What follows belongs to an exercise in optimizing a design on an open flow for a short achievable clock period and few clock cycles; a production flow would make more cautious choices.
The RTL was checked by simulation tests, not by an equivalence proof against the original design.
Power is estimated from default activity; no workload was simulated.

==> inputs of try-amber <==
==> flow/design.v <==
`timescale 1ns / 1ps
module Pipeline_top(clk,rst,imem_addr,imem_rdata,dmem_addr,dmem_wdata,dmem_we,dmem_rdata);
input clk,rst;
output [31:0] imem_addr;
input  [31:0] imem_rdata;
output [31:0] dmem_addr;
output [31:0] dmem_wdata;
output dmem_we;
input  [31:0] dmem_rdata;
localparam [6:0] OP_R = 7'b0110011, OP_I = 7'b0010011, OP_L = 7'b0000011,
                 OP_S = 7'b0100011, OP_B = 7'b1100011, OP_J = 7'b1101111;
wire        stall;           
wire        redir;           
wire [11:1] redir_lo;        
reg  [11:1] fpc;
wire [31:0] fi = imem_rdata;
assign imem_addr = {20'h00000, fpc, 1'b0};
wire f_jal  = (fi[6:0] == OP_J);
wire f_beq  = (fi[6:0] == OP_B);
wire f_take = f_jal | (f_beq & ((fi[19:15] == fi[24:20]) | fi[31]));
wire [11:1] f_seq = fpc + 11'd2;
wire [11:1] f_tgt_j = fpc + {fi[20], fi[30:21]};
wire [11:1] f_tgt_b = fpc + {fi[7], fi[30:25], fi[11:8]};
wire s_j = ~redir & ~stall & f_jal;
wire s_b = ~redir & ~stall & f_take & ~f_jal;
wire s_s = ~redir & ~stall & ~f_take;
wire s_h = ~redir & stall;
wire [11:1] fpc_n = ({11{redir}} & redir_lo) | ({11{s_h}} & fpc) |
                    ({11{s_j}} & f_tgt_j) | ({11{s_b}} & f_tgt_b) | ({11{s_s}} & f_seq);
always @(posedge clk or negedge rst)
  if (!rst) fpc <= 11'd0;
  else      fpc <= fpc_n;
reg        vD;           
reg [31:0] iD;
reg        ptD;          
reg        newD;         
reg [31:0] rpcS, rpcC;   
reg [31:0] altS, altC;   
always @(posedge clk or negedge rst)
  if (!rst) begin
    vD <= 1'b0; newD <= 1'b1; rpcS <= 32'h0; rpcC <= 32'h0;
  end else begin
    rpcS <= altS;
    rpcC <= altC;
    if (redir) begin
      vD <= 1'b0; newD <= 1'b1;
    end else if (!stall) begin
      vD <= 1'b1; newD <= 1'b0;
    end
  end
wire [6:0] opD = iD[6:0];
wire [4:0] rdD = iD[11:7];
wire [4:0] rs1D = iD[19:15];
wire [4:0] rs2D = iD[24:20];
wire [2:0] f3D = iD[14:12];
wire isR = (opD == OP_R);
wire isI = (opD == OP_I);
wire isL = (opD == OP_L);
wire isS = (opD == OP_S);
wire isB = (opD == OP_B);
wire isJ = (opD == OP_J);
wire [31:0] immI = {{20{iD[31]}}, iD[31:20]};
wire [31:0] immS = {{20{iD[31]}}, iD[31:25], iD[11:7]};
wire [31:0] immB = {{20{iD[31]}}, iD[7], iD[30:25], iD[11:8], 1'b0};
wire [31:0] immJ = {{12{iD[31]}}, iD[19:12], iD[20], iD[30:21], 1'b0};
reg  [31:0] pcS, pcC;
function [63:0] csa(input [31:0] x, input [31:0] y, input [31:0] z);
  reg [31:0] c;
  begin
    c = (x & y) | (x & z) | (y & z);
    csa = {x ^ y ^ z, c[30:0], 1'b0};
  end
endfunction
wire [31:0] offF = ptD ? (iD[3] ? immJ : immB) : 32'd4;    
wire [31:0] offA = ptD ? 32'd4 : immB;                      
wire [63:0] pcF2 = csa(pcS, pcC, offF);
wire [63:0] lnk2 = csa(pcS, pcC, 32'd4);
wire [63:0] alt2 = csa(pcS, pcC, offA);
always @(posedge clk)
  if (!stall) begin
    iD  <= fi;
    ptD <= f_take;
    pcS <= newD ? rpcS : pcF2[63:32];
    pcC <= newD ? rpcC : pcF2[31:0];
  end
reg  [31:0] rf [1:31];
reg         wrW;
reg  [4:0]  rdW;
reg  [31:0] resW;
always @(posedge clk)
  if (wrW) rf[rdW] <= resW;
wire [31:0] rd1 = (rs1D == 5'd0) ? 32'h0 : (wrW & (rdW == rs1D)) ? resW : rf[rs1D];
wire [31:0] rd2 = (rs2D == 5'd0) ? 32'h0 : (wrW & (rdW == rs2D)) ? resW : rf[rs2D];
wire use1 = isR | isI | isL | isS | isB;
wire use2 = isR | isS | isB;
wire wrD  = vD & (isR | isI | isL | isJ) & (rdD != 5'd0);
wire l_slt = (isR | isI) & (f3D == 3'b010);
wire l_or  = (isR | isI) & (f3D == 3'b110);
wire l_and = (isR | isI) & (f3D == 3'b111);
wire k_log = l_slt | l_or | l_and;
wire k_dif = isR & iD[30] & ~k_log;
wire k_sum = ~k_log & ~k_dif;
reg        wrE0, ldE0, stE0, brE0, sqE;
wire       wrE = wrE0 & ~sqE;
wire       ldE = ldE0 & ~sqE;
wire       stE = stE0 & ~sqE;
wire       brE = brE0 & ~sqE;
reg  [4:0] rdE;
reg        ksE, kdE, klE;
reg        wrM, ldM, stM;
reg  [4:0] rdM;
reg  [31:0] sumM, difM, logM;
reg        ksM, kdM, klM;
assign stall = vD & ldE & wrE & ((use1 & (rdE == rs1D)) | (use2 & (rdE == rs2D)));
wire go = vD & ~stall;
wire [31:0] resM   = ({32{ksM}} & sumM) | ({32{kdM}} & difM) | ({32{klM}} & logM);
wire [31:0] resW_n = ldM ? dmem_rdata : resM;
wire a_m  = use1 & ~isJ & wrE & (rdE == rs1D);
wire a_w  = use1 & wrM & (rdM == rs1D);
wire r2_m = use2 & wrE & (rdE == rs2D);
wire r2_w = use2 & wrM & (rdM == rs2D);
wire b_m  = r2_m & ~isS;
wire [31:0] aD  = isJ ? lnk2[63:32] : a_w ? resW_n : rd1;
wire [31:0] bD  = isJ ? lnk2[31:0] : (isI | isL) ? immI : isS ? immS : r2_w ? resW_n : rd2;
wire [31:0] sdD = r2_w ? resW_n : rd2;
reg [31:0] aE, bE, sdE;
reg        aR, aS, aDf, aL;         
reg        bR, bS, bDf, bL;         
reg        sR, sS, sDf, sL;         
reg        e_rr, e_sr, e_dr, e_lr, e_rs, e_rd, e_rl, e_mm;    
reg        andE, orE, sltE, ptE;
always @(posedge clk or negedge rst)
  if (!rst) begin
    wrE0 <= 1'b0; ldE0 <= 1'b0; stE0 <= 1'b0; brE0 <= 1'b0; sqE <= 1'b0;
  end else begin
    wrE0 <= go & wrD;
    ldE0 <= go & isL;
    stE0 <= go & isS;
    brE0 <= go & isB;
    sqE  <= redir;
  end
always @(posedge clk) begin
  rdE  <= rdD;
  ksE  <= k_sum;
  kdE  <= k_dif;
  klE  <= k_log;
  aE   <= aD;
  bE   <= bD;
  sdE  <= sdD;
  aR   <= ~a_m;
  aS   <= a_m & ksE;
  aDf  <= a_m & kdE;
  aL   <= a_m & klE;
  bR   <= ~b_m;
  bS   <= b_m & ksE;
  bDf  <= b_m & kdE;
  bL   <= b_m & klE;
  sR   <= ~r2_m;
  sS   <= r2_m & ksE;
  sDf  <= r2_m & kdE;
  sL   <= r2_m & klE;
  e_rr <= ~a_m & ~b_m;
  e_sr <= a_m & ksE & ~b_m;
  e_dr <= a_m & kdE & ~b_m;
  e_lr <= a_m & klE & ~b_m;
  e_rs <= ~a_m & b_m & ksE;
  e_rd <= ~a_m & b_m & kdE;
  e_rl <= ~a_m & b_m & klE;
  e_mm <= a_m & b_m;
  andE <= l_and;
  orE  <= l_or;
  sltE <= l_slt;
  ptE  <= ptD;
  altS <= alt2[63:32];
  altC <= alt2[31:0];
end
wire [31:0] A  = ({32{aR}} & aE) | ({32{aS}} & sumM) | ({32{aDf}} & difM) | ({32{aL}} & logM);
wire [31:0] B  = ({32{bR}} & bE) | ({32{bS}} & sumM) | ({32{bDf}} & difM) | ({32{bL}} & logM);
wire [31:0] SD = ({32{sR}} & sdE) | ({32{sS}} & sumM) | ({32{sDf}} & difM) | ({32{sL}} & logM);
wire [31:0] sum = A + B;
wire [31:0] dif = A - B;
wire        lt  = (A[31] ^ B[31]) ? A[31] : dif[31];
wire [31:0] lgc = ({32{andE}} & (A & B)) | ({32{orE}} & (A | B)) | {31'h0, sltE & lt};
wire eq = (e_rr & (aE == bE)) | (e_sr & (sumM == bE)) | (e_dr & (difM == bE)) | (e_lr & (logM == bE)) |
          (e_rs & (aE == sumM)) | (e_rd & (aE == difM)) | (e_rl & (aE == logM)) | e_mm;
assign redir = brE & (eq ^ ptE);
wire [11:0] alt_lo = altS[11:0] + altC[11:0];
assign redir_lo = alt_lo[11:1];
reg [31:0] sdM;
always @(posedge clk or negedge rst)
  if (!rst) begin
    wrM <= 1'b0; ldM <= 1'b0; stM <= 1'b0;
  end else begin
    wrM <= wrE; ldM <= ldE; stM <= stE;
  end
always @(posedge clk) begin
  rdM  <= rdE;
  ksM  <= ksE;
  kdM  <= kdE;
  klM  <= klE;
  sumM <= sum;
  difM <= dif;
  logM <= lgc;
  sdM  <= SD;
end
assign dmem_addr  = sumM;
assign dmem_wdata = sdM;
assign dmem_we    = stM;
always @(posedge clk or negedge rst)
  if (!rst) wrW <= 1'b0;
  else      wrW <= wrM;
always @(posedge clk) begin
  rdW  <= rdM;
  resW <= resW_n;
end
endmodule
==> flow/run.sh <==
#!/bin/bash
# synth_recipe.tcl (not shown) runs the flow's synth.tcl, then flattens the netlist and writes it again
# the make line also repeats each setting of config.mk as NAME=value (left out here)
make -C /OpenROAD-flow-scripts/flow DESIGN_CONFIG=/design/flow/config.mk WORK_HOME=/design/flow/orfs CLKGATE_MAP_FILE= SYNTH_SCRIPT=/design/flow/synth_recipe.tcl finish
==> flow/config.mk <==
export PLATFORM = sky130hd
export DESIGN_NAME = Pipeline_top
export DESIGN_NICKNAME = Pipeline_top
export VERILOG_FILES = /design/flow/design.v
export SDC_FILE = /design/flow/constraint.sdc
export NUM_CORES = 4
export LEC_CHECK = 0
export ABC_CLOCK_PERIOD_IN_PS = 2500
export CAP_MARGIN = 20
export CORE_MARGIN = 2
export CORE_UTILIZATION = 40
export PLACE_DENSITY = 0.6
export SETUP_SLACK_MARGIN = 5
export SLEW_MARGIN = 20
export TNS_END_PERCENT = 100
==> flow/constraint.sdc <==
create_clock -name core_clock -period 8.0 [get_ports {clk}]
set_input_delay 1.6000 -clock core_clock [delete_from_list [all_inputs] [get_ports {clk}]]
set_output_delay 1.6000 -clock core_clock [all_outputs]
set_load 0.01 [all_outputs]
==> inputs of try-cedar, as changes to try-amber <==
==> flow/design.v, changed modules only <==
module Pipeline_top(clk,rst,imem_addr,imem_rdata,dmem_addr,dmem_wdata,dmem_we,dmem_rdata);
input clk,rst;
output [31:0] imem_addr;
input  [31:0] imem_rdata;
output [31:0] dmem_addr;
output [31:0] dmem_wdata;
output dmem_we;
input  [31:0] dmem_rdata;
localparam [6:0] OP_R = 7'b0110011, OP_I = 7'b0010011, OP_L = 7'b0000011,
                 OP_S = 7'b0100011, OP_B = 7'b1100011, OP_J = 7'b1101111;
wire        stall;           
wire        redir;           
wire [31:0] redir_pc;        
reg  [11:1] fpc;
wire [31:0] fi = imem_rdata;
assign imem_addr = {20'h00000, fpc, 1'b0};
wire f_jal  = (fi[6:0] == OP_J);
wire f_beq  = (fi[6:0] == OP_B);
wire f_take = f_jal | (f_beq & ((fi[19:15] == fi[24:20]) | fi[31]));
wire [11:1] f_seq = fpc + 11'd2;
wire [11:1] f_tgt_j = fpc + {fi[20], fi[30:21]};
wire [11:1] f_tgt_b = fpc + {fi[7], fi[30:25], fi[11:8]};
wire s_j = ~redir & ~stall & f_jal;
wire s_b = ~redir & ~stall & f_take & ~f_jal;
wire s_s = ~redir & ~stall & ~f_take;
wire s_h = ~redir & stall;
wire [11:1] fpc_n = ({11{redir}} & redir_pc[11:1]) | ({11{s_h}} & fpc) |
                    ({11{s_j}} & f_tgt_j) | ({11{s_b}} & f_tgt_b) | ({11{s_s}} & f_seq);
always @(posedge clk or negedge rst)
  if (!rst) fpc <= 11'd0;
  else      fpc <= fpc_n;
reg        vD;           
reg [31:0] iD;
reg        ptD;          
reg        newD;         
reg [31:0] rpc;
reg [31:0] pcD;
always @(posedge clk or negedge rst)
  if (!rst) begin
    vD <= 1'b0; newD <= 1'b1; rpc <= 32'h0;
  end else begin
    rpc <= redir_pc;
    if (redir) begin
      vD <= 1'b0; newD <= 1'b1;
    end else if (!stall) begin
      vD <= 1'b1; newD <= 1'b0;
    end
  end
wire [6:0] opD = iD[6:0];
wire [4:0] rdD = iD[11:7];
wire [4:0] rs1D = iD[19:15];
wire [4:0] rs2D = iD[24:20];
wire [2:0] f3D = iD[14:12];
wire isR = (opD == OP_R);
wire isI = (opD == OP_I);
wire isL = (opD == OP_L);
wire isS = (opD == OP_S);
wire isB = (opD == OP_B);
wire isJ = (opD == OP_J);
wire [31:0] immI = {{20{iD[31]}}, iD[31:20]};
wire [31:0] immS = {{20{iD[31]}}, iD[31:25], iD[11:7]};
wire [31:0] immB = {{20{iD[31]}}, iD[7], iD[30:25], iD[11:8], 1'b0};
wire [31:0] immJ = {{12{iD[31]}}, iD[19:12], iD[20], iD[30:21], 1'b0};
wire [31:0] pcD4   = pcD + 32'd4;
wire [31:0] pcDimm = pcD + (iD[3] ? immJ : immB);
wire [31:0] pcF    = newD ? rpc : (ptD ? pcDimm : pcD4);
always @(posedge clk)
  if (!stall) begin
    iD  <= fi;
    ptD <= f_take;
    pcD <= pcF;
  end
reg  [31:0] rf [1:31];
reg         wrW;
reg  [4:0]  rdW;
reg  [31:0] resW;
always @(posedge clk)
  if (wrW) rf[rdW] <= resW;
wire [31:0] rd1 = (rs1D == 5'd0) ? 32'h0 : (wrW & (rdW == rs1D)) ? resW : rf[rs1D];
wire [31:0] rd2 = (rs2D == 5'd0) ? 32'h0 : (wrW & (rdW == rs2D)) ? resW : rf[rs2D];
wire use1 = isR | isI | isL | isS | isB;
wire use2 = isR | isS | isB;
wire wrD  = vD & (isR | isI | isL | isJ) & (rdD != 5'd0);
wire useImm = isI | isL | isS | isJ;
reg        wrE0, ldE0, stE0, brE0, sqE;
wire       wrE = wrE0 & ~sqE;
wire       ldE = ldE0 & ~sqE;
wire       stE = stE0 & ~sqE;
wire       brE = brE0 & ~sqE;
reg  [4:0] rdE;
reg        wrM, ldM, stM;
reg  [4:0] rdM;
reg  [31:0] resM;
assign stall = vD & ldE & wrE & ((use1 & (rdE == rs1D)) | (use2 & (rdE == rs2D)));
wire go = vD & ~stall;
wire [31:0] resW_n = ldM ? dmem_rdata : resM;
wire a_m = use1 & wrE & (rdE == rs1D);
wire a_w = use1 & wrM & (rdM == rs1D) & ~a_m;
wire r2_m = use2 & wrE & (rdE == rs2D);
wire r2_w = use2 & wrM & (rdM == rs2D) & ~r2_m;
wire alu_slt = (isR | isI) & (f3D == 3'b010);
wire alu_or  = (isR | isI) & (f3D == 3'b110);
wire alu_and = (isR | isI) & (f3D == 3'b111);
wire alu_sub = isR & iD[30] & ~alu_slt & ~alu_or & ~alu_and;
wire alu_add = ~alu_slt & ~alu_or & ~alu_and & ~alu_sub;
wire [31:0] immD = isJ ? pcD4 : isS ? immS : immI;
reg [31:0] aE, bE, sdE, altE;
reg        am_E, bm_E, sm_E;
reg        addE, subE, andE, orE, sltE, ptE;
always @(posedge clk or negedge rst)
  if (!rst) begin
    wrE0 <= 1'b0; ldE0 <= 1'b0; stE0 <= 1'b0; brE0 <= 1'b0; sqE <= 1'b0;
  end else begin
    wrE0 <= go & wrD;
    ldE0 <= go & isL;
    stE0 <= go & isS;
    brE0 <= go & isB;
    sqE  <= redir;
  end
always @(posedge clk) begin
  rdE  <= rdD;
  aE   <= isJ ? 32'h0 : a_w ? resW_n : rd1;
  bE   <= useImm ? immD : r2_w ? resW_n : rd2;
  sdE  <= r2_w ? resW_n : rd2;
  am_E <= a_m & ~isJ;
  bm_E <= r2_m & ~useImm;
  sm_E <= r2_m;
  addE <= alu_add;
  subE <= alu_sub;
  andE <= alu_and;
  orE  <= alu_or;
  sltE <= alu_slt;
  ptE  <= ptD;
  altE <= ptD ? pcD4 : pcDimm;
end
wire [31:0] A  = am_E ? resM : aE;
wire [31:0] B  = bm_E ? resM : bE;
wire [31:0] SD = sm_E ? resM : sdE;
wire [31:0] sum = A + B;
wire [31:0] dif = A - B;
wire        lt  = (A[31] ^ B[31]) ? A[31] : dif[31];
wire [31:0] res = ({32{addE}} & sum) | ({32{subE}} & dif) | ({32{andE}} & (A & B)) |
                  ({32{orE}} & (A | B)) | {31'h0, sltE & lt};
wire eq = (A == B);
assign redir    = brE & (eq ^ ptE);
assign redir_pc = altE;
reg [31:0] sdM;
always @(posedge clk or negedge rst)
  if (!rst) begin
    wrM <= 1'b0; ldM <= 1'b0; stM <= 1'b0;
  end else begin
    wrM <= wrE; ldM <= ldE; stM <= stE;
  end
always @(posedge clk) begin
  rdM  <= rdE;
  resM <= res;
  sdM  <= SD;
end
assign dmem_addr  = resM;
assign dmem_wdata = sdM;
assign dmem_we    = stM;
always @(posedge clk or negedge rst)
  if (!rst) wrW <= 1'b0;
  else      wrW <= wrM;
always @(posedge clk) begin
  rdW  <= rdM;
  resW <= resW_n;
end
endmodule
==> notes <==
Against try-cedar, the utilization of try-amber is lower by 1.6 points. Area after synthesis: try-cedar is smaller than try-amber (about 10%). try-amber went through all stages and came out clean. try-cedar finished with timing, DRC and antenna clean. Between try-cedar and try-amber, the lower sequential power is in try-cedar (gap about 10%, measured against try-amber). Against try-amber, the routed wire length of try-cedar is lower by about 9%.
Testbench counts of try-amber, summed over its fixed seeds: cycles 19,944.
Testbench counts of try-cedar, summed over its fixed seeds: cycles 19,944.

static timing again, ports no longer ideal:
In the flow no input, the clock included, has a driving cell. The finished layouts below were timed again as built, in two steps.
Step 1 sets driving cells, clkbuf_16 on the clock port and buf_2 on the other inputs (assumed; they add their load-dependent delay and slew).
Step 2 times the ports against the registers' clock, not the clock port: input delays grow and output delays shrink by t, the midpoint of the rising clock arrivals with the driver on.
a / b / c = ideal ports / drivers / drivers and shift; a / b = the first two.
| run | t (ns) | setup WS [ns] | worst setup path after step 2 | clock arrival spread, ns | cell pins on the clock port's net |
|---|---|---|---|---|---|
| try-amber | 0.905 | 4.186 / 4.186 / 4.086 | input to register | 0.046 / 0.047 | 1 |
| try-cedar | 0.883 | 4.092 / 4.092 / 3.496 | input to register | 0.046 / 0.047 | 1 |
After both steps setup and hold are still met in every run listed. For try-cedar, which loses most, drivers alone change the setup slack by 0.000 ns; drivers and shift together by -0.596 ns.
